Background: an optimization exercise with open tools, aiming at small area. Do not read the settings as production practice.
In this exercise RTL edits were held to simulation tests only and were not proved equivalent to the original.
Power figures rest on the tool's default switching activity, not on a simulated workload.

<file path="flow/config.mk">
export PLATFORM = sky130hd
export DESIGN_NAME = MIPS_top_module
export DESIGN_NICKNAME = MIPS_top_module
export VERILOG_FILES = /design/flow/design.v
export SDC_FILE = /design/flow/constraint.sdc
export NUM_CORES = 4
export LEC_CHECK = 0
export CAP_MARGIN = 20
export CORE_MARGIN = 2
export CORE_UTILIZATION = 40
export SLEW_MARGIN = 20
</file>
<file path="flow/constraint.sdc">
create_clock -name core_clock -period 12.0 [get_ports {clk}]
set_input_delay 2.4000 -clock core_clock [delete_from_list [all_inputs] [get_ports {clk}]]
set_output_delay 2.4000 -clock core_clock [all_outputs]
set_load 0.01 [all_outputs]
</file>
<file path="flow/run.sh">
#!/bin/bash
# synth_recipe.tcl (not shown) runs the flow's synth.tcl, then flattens the netlist and writes it again
# the make line also repeats each setting of config.mk as NAME=value (left out here)
make -C /OpenROAD-flow-scripts/flow DESIGN_CONFIG=/design/flow/config.mk WORK_HOME=/design/flow/orfs CLKGATE_MAP_FILE= SYNTH_SCRIPT=/design/flow/synth_recipe.tcl finish
</file>
<file path="flow/design.v">
`timescale 1ns / 1ps
module MIPS_top_module(data_out,data_in, clk, interrupt, reset,
                       pm_addr, pm_data, dm_en, dm_we, dm_addr, dm_wdata, dm_rdata);
output [7:0] data_out;
wire [7:0] A, B, current_address, mux_ans_dm, ans_wb;
wire [19:0] ins;
input [7:0] data_in;
input clk, interrupt, reset;
output [7:0] pm_addr;
input [19:0] pm_data;
output dm_en, dm_we;
output [7:0] dm_addr, dm_wdata;
input [7:0] dm_rdata;
wire [3:0] flag_ex;
wire [7:0] ans_ex,B_Bypass,jmp_loc,Imm;
wire [4:0] RW_ex,op_dec,RW_dec,RW_dm;
wire mem_en_ex,mem_rw_ex,mem_mux_sel_ex,mem_en_dec,mem_rw_dec,mem_mux_sel_dec,pc_mux_sel,stall,stall_pm,imm_sel;
wire [1:0] mux_sel_A, mux_sel_B;
wire [19:0] ins_pm;
Execution_Block e(flag_ex,ans_ex,data_out,B_Bypass,mem_en_ex,mem_rw_ex,mem_mux_sel_ex,RW_ex,A,B,data_in,op_dec,clk,mem_en_dec,mem_rw_dec,mem_mux_sel_dec,RW_dec,reset); 
PC_IM pc(ins,ins_pm,current_address,jmp_loc,pc_mux_sel,stall,stall_pm,reset,clk,pm_addr,pm_data);
Reg_Bank r(A,B,ins,RW_dm,ans_ex,mux_ans_dm,ans_wb,Imm,mux_sel_A,mux_sel_B,imm_sel,clk,reset);
Data_Mem dm(mux_ans_dm,RW_dm,ans_ex,B_Bypass,RW_ex,mem_en_ex,mem_rw_ex,mem_mux_sel_ex,clk,reset,dm_en,dm_we,dm_addr,dm_wdata,dm_rdata);
Stall_Control_Block scb(stall, stall_pm, ins_pm, clk, reset);
Jump_Control_Block jcb(pc_mux_sel,jmp_loc,ins,clk,interrupt,current_address,flag_ex,reset);
Data_Dependency dd(mux_sel_A,mux_sel_B,imm_sel,Imm,mem_en_dec,mem_rw_dec,mem_mux_sel_dec,RW_dec,op_dec,ins,clk,reset);
Writeback_Block wb(ans_wb,mux_ans_dm,clk,reset);
endmodule
`timescale 1ns / 1ps
module PC_IM(ins,ins_pm,current_address,jmp_loc,pc_mux_sel,stall,stall_pm,reset,clk,pm_addr,pm_data);
	output [19:0] ins,ins_pm;
	output [7:0] current_address;
	input [7:0] jmp_loc;
	input pc_mux_sel,stall,stall_pm,reset,clk;
	output [7:0] pm_addr;
	input [19:0] pm_data;
	reg [7:0] address_hold,next_address;
	reg [19:0] ins_out;
	wire [7:0] current_address_temp,i_address,curr_addr, addr_temp, next_addr_temp;
	wire [19:0] ins_pm_temp,ins_temp;
    assign current_address_temp = (stall == 1'b1) ? address_hold : next_address;
    assign current_address = (pc_mux_sel == 1'b1) ? jmp_loc : current_address_temp;  
    assign curr_addr = (reset == 1'b0) ? 8'b0 : current_address;	 
	 assign ins_pm = (reset == 1'b0) ? 20'b0 : ins; 
	assign ins = (stall_pm == 1'b1) ? ins_out : ins_pm_temp;
	assign  ins_temp = (reset == 1'b0) ? 20'b0 : ins;
   assign i_address = current_address + 8'b00000001;    
	assign addr_temp = (reset == 1'b0) ? 8'b0 : current_address;
	assign next_addr_temp = (reset == 1'b0) ? 8'b0 : i_address;
   always@(posedge clk)
	  begin
	       address_hold <= addr_temp;
			 next_address <= next_addr_temp;
			 ins_out <= ins_temp;
	  end
assign pm_addr = curr_addr;
assign ins_pm_temp = pm_data;
endmodule
`timescale 1ns / 1ps
module Reg_Bank(A,B,ins,RW_dm,ans_ex,mux_ans_dm,ans_wb,imm,mux_sel_A,mux_sel_B,imm_sel,clk,reset);
output [7:0] A,B;
input [19:0] ins;
input [4:0] RW_dm;
input [7:0] ans_ex, mux_ans_dm, ans_wb, imm;
input [1:0] mux_sel_A, mux_sel_B;
input imm_sel, clk, reset;
wire [7:0] reg_A, reg_B;
wire [7:0] temp_B; 
reg  [7:0] temp_ra, temp_rb;
reg  [7:0] memory [31:0];
integer i;
assign reg_A = (reset==1'b0) ? 0 : temp_ra;
assign reg_B = (reset==1'b0) ? 0 : temp_rb;
always@(posedge clk)
begin 
	temp_ra <= memory[ins[9:5]];
	temp_rb <= memory[ins[4:0]];
	if (reset == 1'b0)
	begin
		for (i = 0; i < 32; i = i + 1)
			memory[i] <= (i == 5) ? 8'h00 : i;
	end
	else
		memory[RW_dm] <= mux_ans_dm;
end
assign A = 	(mux_sel_A == 2'b00) ? reg_A :
				(mux_sel_A == 2'b01) ? ans_ex :
				(mux_sel_A == 2'b10) ? mux_ans_dm :
				(mux_sel_A == 2'b11) ? ans_wb :
				8'bx;
assign temp_B = (mux_sel_B == 2'b00) ? reg_B :
					(mux_sel_B == 2'b01) ? ans_ex :
					(mux_sel_B == 2'b10) ? mux_ans_dm :
					(mux_sel_B == 2'b11) ? ans_wb :
					8'bx;
assign B = (imm_sel == 0) ? temp_B : imm;
endmodule
`timescale 1ns / 1ps
module Data_Mem(mux_ans_dm,RW_dm,ans_ex,B_Bypass,RW_ex,mem_en_ex,mem_rw_ex,mem_mux_sel_ex,clk,reset,dm_en,dm_we,dm_addr,dm_wdata,dm_rdata);
output [7:0] mux_ans_dm;
output reg [4:0] RW_dm;
input [7:0] ans_ex, B_Bypass;
input [4:0] RW_ex;
input mem_en_ex, mem_rw_ex, mem_mux_sel_ex, clk, reset;
output dm_en, dm_we;
output [7:0] dm_addr, dm_wdata;
input [7:0] dm_rdata;
wire [7:0] ans_dm, ans_ex_temp;
reg [7:0] ans_reg;
reg mem_mux_sel_dm;
wire [4:0] RW_ex_temp;
wire mem_mul_sel_ex_temp;
assign RW_ex_temp = (reset == 1'b1) ? RW_ex : 0;
assign mem_mul_sel_ex_temp = (reset == 1'b1) ? mem_mux_sel_ex : 0;
assign ans_ex_temp = (reset == 1'b1) ? ans_ex : 0;
always @(posedge clk)
begin
		RW_dm <= RW_ex_temp;
		mem_mux_sel_dm <= mem_mul_sel_ex_temp;
		ans_reg <= ans_ex_temp;
end
assign dm_en = mem_en_ex;
assign dm_we = mem_rw_ex;
assign dm_addr = ans_ex;
assign dm_wdata = B_Bypass;
assign ans_dm = dm_rdata;
assign mux_ans_dm = (mem_mux_sel_dm == 0) ? ans_reg : ans_dm;
endmodule
`timescale 1ns / 1ps
module Execution_Block(flag_ex,ans_ex,data_out,B_Bypass,mem_en_ex,mem_rw_ex,mem_mux_sel_ex,RW_ex,A,B,data_in,op_dec,clk,mem_en_dec,mem_rw_dec,mem_mux_sel_dec,RW_dec,reset); 
output [3:0] flag_ex;
output reg [7:0] ans_ex,data_out,B_Bypass;
output reg [4:0] RW_ex;
output reg mem_en_ex,mem_rw_ex,mem_mux_sel_ex;
input [7:0] A,B,data_in;
input [4:0] op_dec,RW_dec;
input clk,reset,mem_en_dec,mem_rw_dec,mem_mux_sel_dec;
wire [7:0] data_out_buff,ans_temp,t_add,t_sub,temp_rsa,comp_B,ans_ex_temp,data_out_temp,B_bypass_temp;
wire [3:0] flag_temp,flag;
reg [3:0] flag_ex_reg;
wire [6:0] ct,cs;
wire [4:0] RW_ex_temp;
wire a_carry,s_carry,overflow_a,overflow_s,zero,parity,mem_en_ex_temp,mem_rw_ex_temp,mem_mux_sel_ex_temp;
assign comp_B = (~B) + 8'b00000001;
assign {ct[0],t_add[0]} = A[0] + B[0];
assign {ct[1],t_add[1]} = A[1] + B[1] + ct[0];
assign {ct[2],t_add[2]} = A[2] + B[2] + ct[1];
assign {ct[3],t_add[3]} = A[3] + B[3] + ct[2];
assign {ct[4],t_add[4]} = A[4] + B[4] + ct[3];
assign {ct[5],t_add[5]} = A[5] + B[5] + ct[4];
assign {ct[6],t_add[6]} = A[6] + B[6] + ct[5];
assign {a_carry,t_add[7]} = A[7] + B[7] + ct[6];
assign overflow_a = a_carry ^ ct[6];
assign {cs[0],t_sub[0]} = A[0] + comp_B[0];
assign {cs[1],t_sub[1]} = A[1] + comp_B[1] + cs[0];
assign {cs[2],t_sub[2]} = A[2] + comp_B[2] + cs[1];
assign {cs[3],t_sub[3]} = A[3] + comp_B[3] + cs[2];
assign {cs[4],t_sub[4]} = A[4] + comp_B[4] + cs[3];
assign {cs[5],t_sub[5]} = A[5] + comp_B[5] + cs[4];
assign {cs[6],t_sub[6]} = A[6] + comp_B[6] + cs[5];
assign {s_carry,t_sub[7]} = A[7] + comp_B[7] + cs[6];
assign overflow_s = s_carry ^ cs[6];
assign temp_rsa = (B[2:0] == 3'b000) ? A :
                  (B[2:0] == 3'b001) ? {A[7],A[7:1]} :
						(B[2:0] == 3'b010) ? {A[7],A[7],A[7:2]} :
						(B[2:0] == 3'b011) ? {A[7],A[7],A[7],A[7:3]} :
						(B[2:0] == 3'b100) ? {A[7],A[7],A[7],A[7],A[7:4]} :
						(B[2:0] == 3'b101) ? {A[7],A[7],A[7],A[7],A[7],A[7:5]} :
               	(B[2:0] == 3'b110) ? {A[7],A[7],A[7],A[7],A[7],A[7],A[7:6]} :
                  {A[7],A[7],A[7],A[7],A[7],A[7],A[7],A[7]};
assign data_out_buff = (op_dec == 5'b10111) ? A : data_out;
assign ans_temp = (op_dec == 5'b00000) ? t_add :
                  (op_dec == 5'b00001) ? t_sub :
						(op_dec == 5'b00010) ? B :
						(op_dec == 5'b00100) ? A&B :
						(op_dec == 5'b00101) ? A|B :
						(op_dec == 5'b00110) ? A^B :
						(op_dec == 5'b00111) ? (~B) :
						(op_dec == 5'b01000) ? t_add :
						(op_dec == 5'b01001) ? t_sub :
						(op_dec == 5'b01010) ? B :
						(op_dec == 5'b01100) ? A&B :
						(op_dec == 5'b01101) ? A|B :
						(op_dec == 5'b01110) ? A^B :
						(op_dec == 5'b01111) ? (~B) :
						(op_dec == 5'b10000) ? ans_ex:
						(op_dec == 5'b10001) ? ans_ex:
						(op_dec == 5'b10100) ? A :
						(op_dec == 5'b10101) ? A :
						(op_dec == 5'b10110) ? data_in :
						(op_dec == 5'b10111) ? ans_ex :
						(op_dec == 5'b11000) ? ans_ex:
						(op_dec == 5'b11001) ? A<<B :
						(op_dec == 5'b11010) ? A>>B : 
						(op_dec == 5'b11011) ? temp_rsa :
						(op_dec == 5'b11100) ? ans_ex:
						(op_dec == 5'b11101) ? ans_ex :
						(op_dec == 5'b11110) ? ans_ex:
						(op_dec == 5'b11111) ? ans_ex: 8'b0;
assign zero = ~(ans_temp[0] | ans_temp[1] | ans_temp[2] | ans_temp[3] | ans_temp[4] | ans_temp[5] | ans_temp[6] | ans_temp[7]);
assign parity =  (ans_temp[0] ^ ans_temp[1] ^ ans_temp[2] ^ ans_temp[3] ^ans_temp[4] ^ans_temp[5] ^ ans_temp[6] ^ ans_temp[7]);
assign flag_temp =(op_dec == 5'b00000) ? {parity,overflow_a,zero,a_carry} :
                  (op_dec == 5'b00001) ? {parity,overflow_s,zero,s_carry} :
						(op_dec == 5'b00010) ? {parity,1'b0,zero,1'b0} :
						(op_dec == 5'b00100) ? {parity,1'b0,zero,1'b0} :
						(op_dec == 5'b00101) ? {parity,1'b0,zero,1'b0} :
						(op_dec == 5'b00110) ? {parity,1'b0,zero,1'b0} :
						(op_dec == 5'b00111) ? {parity,1'b0,zero,1'b0} :
						(op_dec == 5'b01000) ? {parity,overflow_a,zero,a_carry} :
						(op_dec == 5'b01001) ? {parity,overflow_s,zero,s_carry} :
						(op_dec == 5'b01010) ? {parity,1'b0,zero,1'b0} :
						(op_dec == 5'b01100) ? {parity,1'b0,zero,1'b0} :
						(op_dec == 5'b01101) ? {parity,1'b0,zero,1'b0} :
						(op_dec == 5'b01110) ? {parity,1'b0,zero,1'b0} :
						(op_dec == 5'b01111) ? {parity,1'b0,zero,1'b0} :
						(op_dec == 5'b10000) ? 4'b0000 :
						(op_dec == 5'b10001) ? 4'b0000 :
						(op_dec == 5'b10100) ? flag_ex_reg :
						(op_dec == 5'b10101) ? flag_ex_reg :
						(op_dec == 5'b10110) ? {parity,1'b0,zero,1'b0} :
						(op_dec == 5'b10111) ? flag_ex_reg :
						(op_dec == 5'b11000) ? flag_ex_reg :
						(op_dec == 5'b11001) ? {parity,1'b0,zero,1'b0} :
						(op_dec == 5'b11010) ? {parity,1'b0,zero,1'b0} :
						(op_dec == 5'b11011) ? {parity,1'b0,zero,1'b0} :
						(op_dec == 5'b11100) ? flag_ex_reg :
						(op_dec == 5'b11101) ? flag_ex_reg :
						(op_dec == 5'b11110) ? flag_ex_reg :
						(op_dec == 5'b11111) ? flag_ex_reg : 8'b0;
assign flag_ex  = flag_temp;
assign ans_ex_temp = (reset ==1'b0) ? 0 : ans_temp;
assign B_bypass_temp = (reset ==1'b0) ? 0 : B;
assign data_out_temp = (reset ==1'b0) ? 0 : data_out_buff;
assign RW_ex_temp = (reset ==1'b0) ? 0 : RW_dec;
assign mem_en_ex_temp = (reset ==1'b0) ? 0 : mem_en_dec;
assign mem_rw_ex_temp = (reset ==1'b0) ? 0 : mem_rw_dec;
assign mem_mux_sel_ex_temp = (reset ==1'b0) ? 0 : mem_mux_sel_dec;
assign flag = (reset == 1'b0) ? 0 : flag_ex;
always@(posedge clk)
begin
	 begin
	    ans_ex <= ans_ex_temp;
		 B_Bypass <= B_bypass_temp;
		 data_out <= data_out_temp;
       mem_en_ex <= mem_en_ex_temp;
		 mem_rw_ex <= mem_rw_ex_temp;
		 mem_mux_sel_ex <= mem_mux_sel_ex_temp;
		 RW_ex <= RW_ex_temp;
		 flag_ex_reg <= flag;
	 end
end
endmodule
`timescale 1ns / 1ps
module Data_Dependency(mux_sel_a,mux_sel_b,imm_sel,Imm,mem_en_dec,mem_rw_dec,mem_mux_sel_dec,RW_dec,op_dec,ins,clk,reset);
output  [7:0] Imm;
output reg [4:0] RW_dec, op_dec;
output [1:0] mux_sel_a, mux_sel_b;
output reg imm_sel, mem_en_dec, mem_rw_dec;
output mem_mux_sel_dec;
input [19:0] ins;
input clk, reset;
wire [4:0] op_dec_temp, t1_a, t1_b, t2, t3, t4, t;
wire  c_t2_t1_a, c_t3_t1_a, c_t4_t1_a, c_t2_t1_b, c_t3_t1_b, c_t4_t1_b, and2_a, and3_a, and2_b, and3_b;
wire c_and, unc_and, ld_and, imm_and, ld_st_and, a1,a2, ld_and_temp, a1_temp, a2_temp, imm_sel_temp, nor_temp;
wire [4:0] imm_temp;
wire [14:0] ext,ins_temp;
reg ld_and_r;
reg [4:0] t1_a_out, t1_b_out, t2_out, t3_out, t4_out,imm_reg;
assign op_dec_temp = (reset == 1'b0) ? 0 : ins[19:15];
assign imm_and = ((~ins[19]) & ins[18]);
assign ld_st_and = (ins[19] & (~ins[18]) & ins[17] & (~ins[16]));
assign a1_temp = (reset == 1'b0) ? 0 : a1;
assign a1 = (~mem_rw_dec) & ins[15];
assign a2_temp = (reset == 1'b0) ? 0 : a2;
assign a2 = (~mem_en_dec) & ld_st_and;
assign mem_mux_sel_dec = (~mem_rw_dec) & mem_en_dec;
assign imm_sel_temp = (reset == 1'b0) ? 0 : imm_and;
assign imm_temp = (reset == 1'b0) ? 0: ins[4:0];
assign c_and = (ins[19] & ins[18] & (~ins[17]) & (~ins[16]) & (~ins[15]));
assign unc_and = (ins[19] & ins[18] & ins[17]);
assign ld_and_temp = (reset == 1'b0) ? 0 : ld_and;
assign ld_and = (ins[19] & (~ins[18]) & ins[17] & (~ins[16]) & (~ins[15]) & (~ld_and_r));
assign nor_temp = ~(c_and | unc_and | ld_and_r);
assign ext = {15{nor_temp}};
assign ins_temp = ext & ins[14:0];
assign t1_a = (reset == 1'b0) ? 0 : ins_temp[9:5];
assign t1_b = (reset == 1'b0) ? 0 : ins_temp[4:0];
assign t = (reset == 1'b0) ? 0 : ins_temp[14:10];
assign t2 = (reset == 1'b0) ? 0 : RW_dec;
assign t3 = (reset == 1'b0) ? 0 : t2_out;
assign t4 = (reset == 1'b0) ? 0 : t3_out;
always @(posedge clk)
begin
	op_dec <= op_dec_temp;
	mem_rw_dec <= a1_temp;
	mem_en_dec <= a2_temp;
	imm_sel <= imm_sel_temp;
	imm_reg <= imm_temp;
	ld_and_r <= ld_and_temp;
	t1_a_out <= t1_a;
	t1_b_out <= t1_b;
	RW_dec <= t;
	t2_out <= t2;
	t3_out <= t3;
	t4_out <= t4;
end
assign Imm = {3'b000,imm_reg};
assign c_t2_t1_a = (t2_out == t1_a_out) ? 1 : 0;
assign c_t3_t1_a = (t3_out == t1_a_out) ? 1 : 0;
assign c_t4_t1_a = (t4_out == t1_a_out) ? 1 : 0;
assign c_t2_t1_b = (t2_out == t1_b_out) ? 1 : 0;
assign c_t3_t1_b = (t3_out == t1_b_out) ? 1 : 0;
assign c_t4_t1_b = (t4_out == t1_b_out) ? 1 : 0;
assign and2_a = (~c_t2_t1_a) & (c_t3_t1_a);
assign and3_a = (~c_t2_t1_a) & (~c_t3_t1_a) & c_t4_t1_a;
assign and2_b = (~c_t2_t1_b) & (c_t3_t1_b);
assign and3_b = (~c_t2_t1_b) & (~c_t3_t1_b) & c_t4_t1_b;
assign mux_sel_a[1] = and3_a | and2_a;
assign mux_sel_a[0] = and3_a | (c_t2_t1_a & (~and2_a));
assign mux_sel_b[1] = and3_b | and2_b;
assign mux_sel_b[0] = and3_b | (c_t2_t1_b & (~and2_b));
endmodule
`timescale 1ns / 1ps
module Stall_Control_Block(stall, stall_pm, ins_pm, clk, reset);
output stall;
output reg stall_pm;
input [19:0] ins_pm;
input clk, reset;
wire hlt_out, ld_out, jump_out;
wire temp_ld, temp_j1,temp_j2,temp;
reg t1,t2,t3;
assign hlt_out = (ins_pm[15] & (~ins_pm[16]) & (~ins_pm[17]) & (~ins_pm[18]) & ins_pm[19]);
assign ld_out = ((~ins_pm[15]) & (~ins_pm[16]) & ins_pm[17] & (~ins_pm[18]) & ins_pm[19] & (~t1));
assign jump_out = (ins_pm[17] & ins_pm[18] & ins_pm[19] & (~t3));
assign stall = ( hlt_out | ld_out | jump_out);
assign temp_ld = (reset == 1'b0) ? 1'b0 : ld_out;
assign temp_j1 = (reset == 1'b0) ? 1'b0 : jump_out;
assign temp_j2 = (reset == 1'b0) ? 1'b0 : t2;
assign temp = (reset == 1'b0) ? 1'b0 : stall;
always@(posedge clk)
begin
   t1 <= temp_ld;
	t2 <= temp_j1;
	t3 <= temp_j2;
	stall_pm <= temp;
end
endmodule
`timescale 1ns / 1ps
module Jump_Control_Block(pc_mux_sel,jmp_loc,ins,clk,interrupt,current_address,flag_ex,reset);
output  pc_mux_sel;
output  [7:0] jmp_loc;
input [19:0] ins;
input clk,interrupt,reset;
input [7:0] current_address;
input [3:0] flag_ex;
wire [7:0] t1,t2,t9;
wire t8;
reg [7:0] t3;
reg [3:0] t6;
reg r1;
wire [3:0] t4,t5,t7;
wire ret,jc,jnc,jz,jnz,jmp,m1,m2,m3,m4;
assign t1 = (interrupt == 1'b1) ? current_address : t3;
assign t2 = (reset == 1'b0) ? 0 : t1;
always@(posedge clk)
begin
   t3 <= t2;
end
assign t4 = (interrupt == 1'b1) ? flag_ex : t6;
assign t5 = (reset == 1'b0) ? 0 : t4;
always@(posedge clk)
begin
   t6 <= t5;
end
assign ret = (ins[19] & (~ins[18]) & (~ins[17]) & (~ins[16]) & (~ins[15]));
assign t7 = (ret == 1'b1) ? t6 : flag_ex;
assign t8 = (reset == 1'b0) ? 0 : interrupt;
always@(posedge clk)
begin
   r1 <= t8;
end
assign t9 = (r1 == 1'b1) ? 8'hf0 : ins[7:0];
assign jmp_loc = (ret == 1'b1) ? t3 : t9;
assign jc = (ins[19] & ins[18] & ins[17] & (~ins[16]) & (~ins[15]));
assign jnc = (ins[19] & ins[18] & ins[17] & (~ins[16]) & ins[15]);
assign jz = (ins[19] & ins[18] & ins[17] & ins[16] & (~ins[15]));
assign jnz = (ins[19] & ins[18] & ins[17] & ins[16] & ins[15]);
assign jmp = (ins[19] & ins[18] & (~ins[17]) & (~ins[16]) & (~ins[15]));
assign m1 = (jc & t7[0]);
assign m2 = ((~t7[0]) & jnc);
assign m3 = (jz & t7[1]);
assign m4 = ((~t7[1]) & jnz);
assign pc_mux_sel = (m1 | m2 | m3 | ret | m4 | jmp | r1 );
endmodule
`timescale 1ns / 1ps
module Writeback_Block(ans_wb,mux_ans_dm,clk,reset);
output reg [7:0] ans_wb;
input [7:0] mux_ans_dm;
input reset,clk;
wire [7:0] ans_wb_temp;
assign ans_wb_temp = (reset == 1'b0) ? 1'b0 : mux_ans_dm;
always@(posedge clk)
begin 
   ans_wb <= ans_wb_temp;
end
endmodule
</file>
==> impl_metrics.csv <==
group,metric,value,unit
synth,synthCells,2639,
global_route,grt_max_degree,85,
floorplanning,dieArea,61960,um2
finish,area_growth,14.96,%
finish,top_register,"r.memory",
placement,io_buffers,72,
worst_setup_path,crit_start,"dm_rdata[0]",
detailed_routing,drtIter0Drc,2088,
timing,timing.slew.headroom,0.2552,
detailed_routing,viasPerCell,6.123,
placement,place_congestion,0.9863,
timing,hold_viol,0,
worst_setup_path,cp_slowest_cell,"fa_1",
worst_setup_path,critPathMaxFanout,4,
timing,period_needed,11.68,ns
global_route,grt.overflow.total,0,
worst_setup_path,reg2reg_from,"dm.RW_dm[0]",
timing,fin_crit_sh,0.9733,
synth,synth-seq-cells,406,
timing,whs,0.4141,ns
finish,instances_no_fill,3494,
status,status,"complete, no violations",
floorplanning,die_h,248.9,um
worst_setup_path,crit_path_end_kind,"primary output",
run,timing.max_cap.violations,0,
global_route,first_global_vias,21000,
floorplanning,initial_core_util,0.4058,
clock_tree,clk_path_buf_depth,3,
synth,ys.flop_type,"edfxtp_1",
power,vdd_drop_max,117.8,uV
worst_setup_path,cp-start-kind,"input pin",
synth,ys_warn_count,8,
power,p_leak,9.861,nW
synth,async_flop_share,0,
clock_tree,htreeDepth,2,
timing,clock_skew,0.04788,ns
worst_setup_path,cp_slowest_stage_delay,0.42,ns
clock_tree,cts-buffers-inserted,48,
synth,seq_area_frac_synth,0.4455,
clock_tree,cts_sinks,406,
floorplanning,die_w,248.9,um
power,powerDensity,168.0,nW/um2
min_path,hp-start,"dd.mem_en_dec",
min_path,hold_class,"flip-flop to flip-flop",
clock_tree,root_buffer,"clkbuf_16",
finish,largest_register_ff_count,256,
detailed_routing,vias,21390,
detailed_routing,drc,0,
detailed_routing,drtPass1Iterations,5,
timing,tightestPinTransition,1.117,ns
timing,finalWorstSetupSlack,0.3198,ns
worst_setup_path,critPathKind,"input pin to primary output",
clock_tree,tritoncts,"yes",
finish,reg.largest.list,"r.memory: 256 flops, pc.ins_out: 20 flops",
detailed_routing,final_antenna_net_count,0,
timing,slew_viol_final,0,
worst_setup_path,cpMostUsedCell,"fa_1",
floorplanning,coreArea,59130,um2
detailed_routing,routed_wl,93810,um
finish,nets,2757,
global_route,gr-usage-all-layers,0.2964,
synth,syn-cell-area,24000,um2
timing,setup_viol,0,
clock_tree,clkLatencyLatePin,0.63,ns
timing,max_freq,85.62,MHz
finish,drive_above_1_share,0.1147,
global_route,grt_first_pass_wirelength,138700,um
worst_setup_path,cp.required,9.60,ns
clock_tree,path_clk_slew,0.06,ns
placement,dp_hpwl,67440,um
global_route,antenna_found_initial,1,
floorplanning,pin_count,73,
detailed_routing,post_drt_wl_per_cell,26.85,um
placement,dp_slack,-0.4969,ns
synth,synth_fp_nets,2715,
synth,netlist-cell-type-count,93,
floorplanning,rows,89,
placement,dpl.cell_count,3397,
synth,synth.avg_cell_area,9.093,um2
synth,synth_edf_count,256,
worst_setup_path,worstPathArrival,9.28,ns
==> layer usage <==
metal  GRT usage  wire (um)  vias to the layer above
li1            -          -                     9700
met1      0.3661      37100                    10450
met2      0.4954      44510                      977
met3     0.03647       5854                      265
met4      0.1822       6352                        0
met5           0          0                        -
==> worst paths after layout <==
| kind | slack [ns] | endpoint | depth (start not counted) |
|---|---|---|---|
| setup / recovery | 0.32 | pm_addr[6] | 34 |
| setup reg to reg | 3.30 | pc.next_address[4] | 37 |
| hold / removal | 0.41 | dd.mem_en_dec | 1 |
| hold reg to reg | 0.41 | dd.mem_en_dec | 1 |
==> cells in the mapped netlist, types with 9 or more instances <==
master       n  share of area
or3_1       10         0.0026
xnor2_1     31          0.011
a2111oi_0   10         0.0036
o211ai_1    10         0.0031
inv_1       34         0.0053
fa_1        14          0.012
nor3_1      34         0.0071
buf_1       21         0.0033
mux4_2      16          0.015
mux2i_1    132          0.055
a21oi_1     98          0.020
o21ai_0     55          0.011
buf_2       11         0.0023
a221oi_1    21         0.0077
nand2b_1    25         0.0065
nand3_1     55          0.011
a311oi_1    49          0.018
ha_1        23          0.012
a32oi_1     10         0.0036
a31oi_1     57          0.015
dfxtp_1    150           0.13
nand2_1    436          0.068
edfxtp_1   256           0.32
clkbuf_1   161          0.025
nor2b_1     17         0.0044
and2_1     154          0.040
a21o_1      22         0.0069
inv_2       12         0.0019
o221ai_1     9         0.0033
o22ai_1     16         0.0042
nor2_1     329          0.051
and3_1      17         0.0044
nand4_1     13         0.0034
or2_2        9         0.0023
a211oi_1   161          0.050
a22oi_1      9         0.0028
==> cells in the final DEF, fill, tap and decap left out, drive strengths merged, types with 11 or more instances in the layout <==
cell / instances
inv: 52
a31oi: 57
a221oi: 22
edfxtp: 256
a311oi: 49
clkinv: 20
o211ai: 11
clkbuf: 66
a2111oi: 12
a21o: 24
mux4: 16
ha: 23
nor2: 331
or2: 12
dfxtp: 150
a22oi: 11
mux2: 11
nand3: 55
buf: 122
nor2b: 17
xnor2: 31
nor3: 35
and3: 18
a32oi: 11
nand2: 439
fa: 14
and2: 157
nand4: 13
nand2b: 25
a21oi: 99
o22ai: 16
o21ai: 59
mux2i: 132
clkdlybuf4s50: 61
a211oi: 161
==> cell families after synthesis <==
family	after synthesis	share of synthesized area
and+or+nand+nor	1139	0.2159
AOI/OAI and AO/OA	611	0.1837
DFF	406	0.4455
buffers and inverters	250	0.04234
muxes	159	0.07540
xor gates and xnor gates	37	0.01351
adders and majority gates	37	0.02367
==> final cells by class <==
type | instances | area, um2
clock buffer | 59 | 1314
inverter | 48 | 182.7
antenna | 2 | 5.005
fill | 5621 | 31550
timing repair buffer | 193 | 1597
multi-input combinational | 1984 | 12560
clock inverter | 29 | 269.0
tap | 773 | 967.2
sequential | 406 | 10690
==> worst max-delay path, delay by kind of cell <==
family	cells	cell delay, ns
adders and majority gates	8	2.75
AOI/OAI and AO/OA	7	1.36
and+or+nand+nor	8	1.01
buffers and inverters	8	0.97
muxes	3	0.77
==> where the power goes <==
part           internal (mW)  switching (mW)  leakage [nW]  total (mW)
Combinational          0.547           0.979          5.47        1.53
Clock                  0.847           0.630         0.781        1.48
Sequential              1.56          0.0715          3.61        1.63
Total                   2.96            1.68          9.86        4.63
==> timing repair <==
action / CTS / global route
resized for setup: 15 / 34
endpoints found under the hold margin: 0 / 0
pin swaps: 3 / 8
hold buffers: 0 / 0
cloned: 0 / 1
buffers inserted: 5 / 1
setup endpoints to repair: 8 / 8
==> stage by stage <==
stage	util	TNS, ns	power, mW	area (um2)
2_1_floorplan	-	0	2.513	24000
3_3_place_gp	0.4371	-2.125	3.139	25850
3_5_place_dp	0.4371	-3.555	3.133	25850
4_1_cts	0.4649	0	4.621	27490
5_1_grt	0.4664	-0.03053	4.819	27580
6_report	0.4665	0	4.635	27590

[afterwards: timing with drivers on the ports]
Ports are ideal in the flow. The routed layout listed here was re-timed in OpenROAD.
Step 1 sets driving cells, clkbuf_16 on the clock port and buf_2 on the other inputs (assumed; they add their load-dependent delay and slew).
Step 2 adds t to the input delays and takes it off the output delays; t is the mean of the earliest and latest rising clock arrival at the registers after step 1. Input paths then give back, and output paths get back, about the clock's delay inside the block.
Three values: ideal, step 1, step 2; two values: the first two.
shift t [ns]: 0.665
slack for setup (ns): 0.320 / 0.292 / 0.292
worst setup path at the end: input to output
After both steps this run still meets setup and hold. The setup slack of this run moves by -0.028 ns with the drivers and by -0.028 ns with both steps.
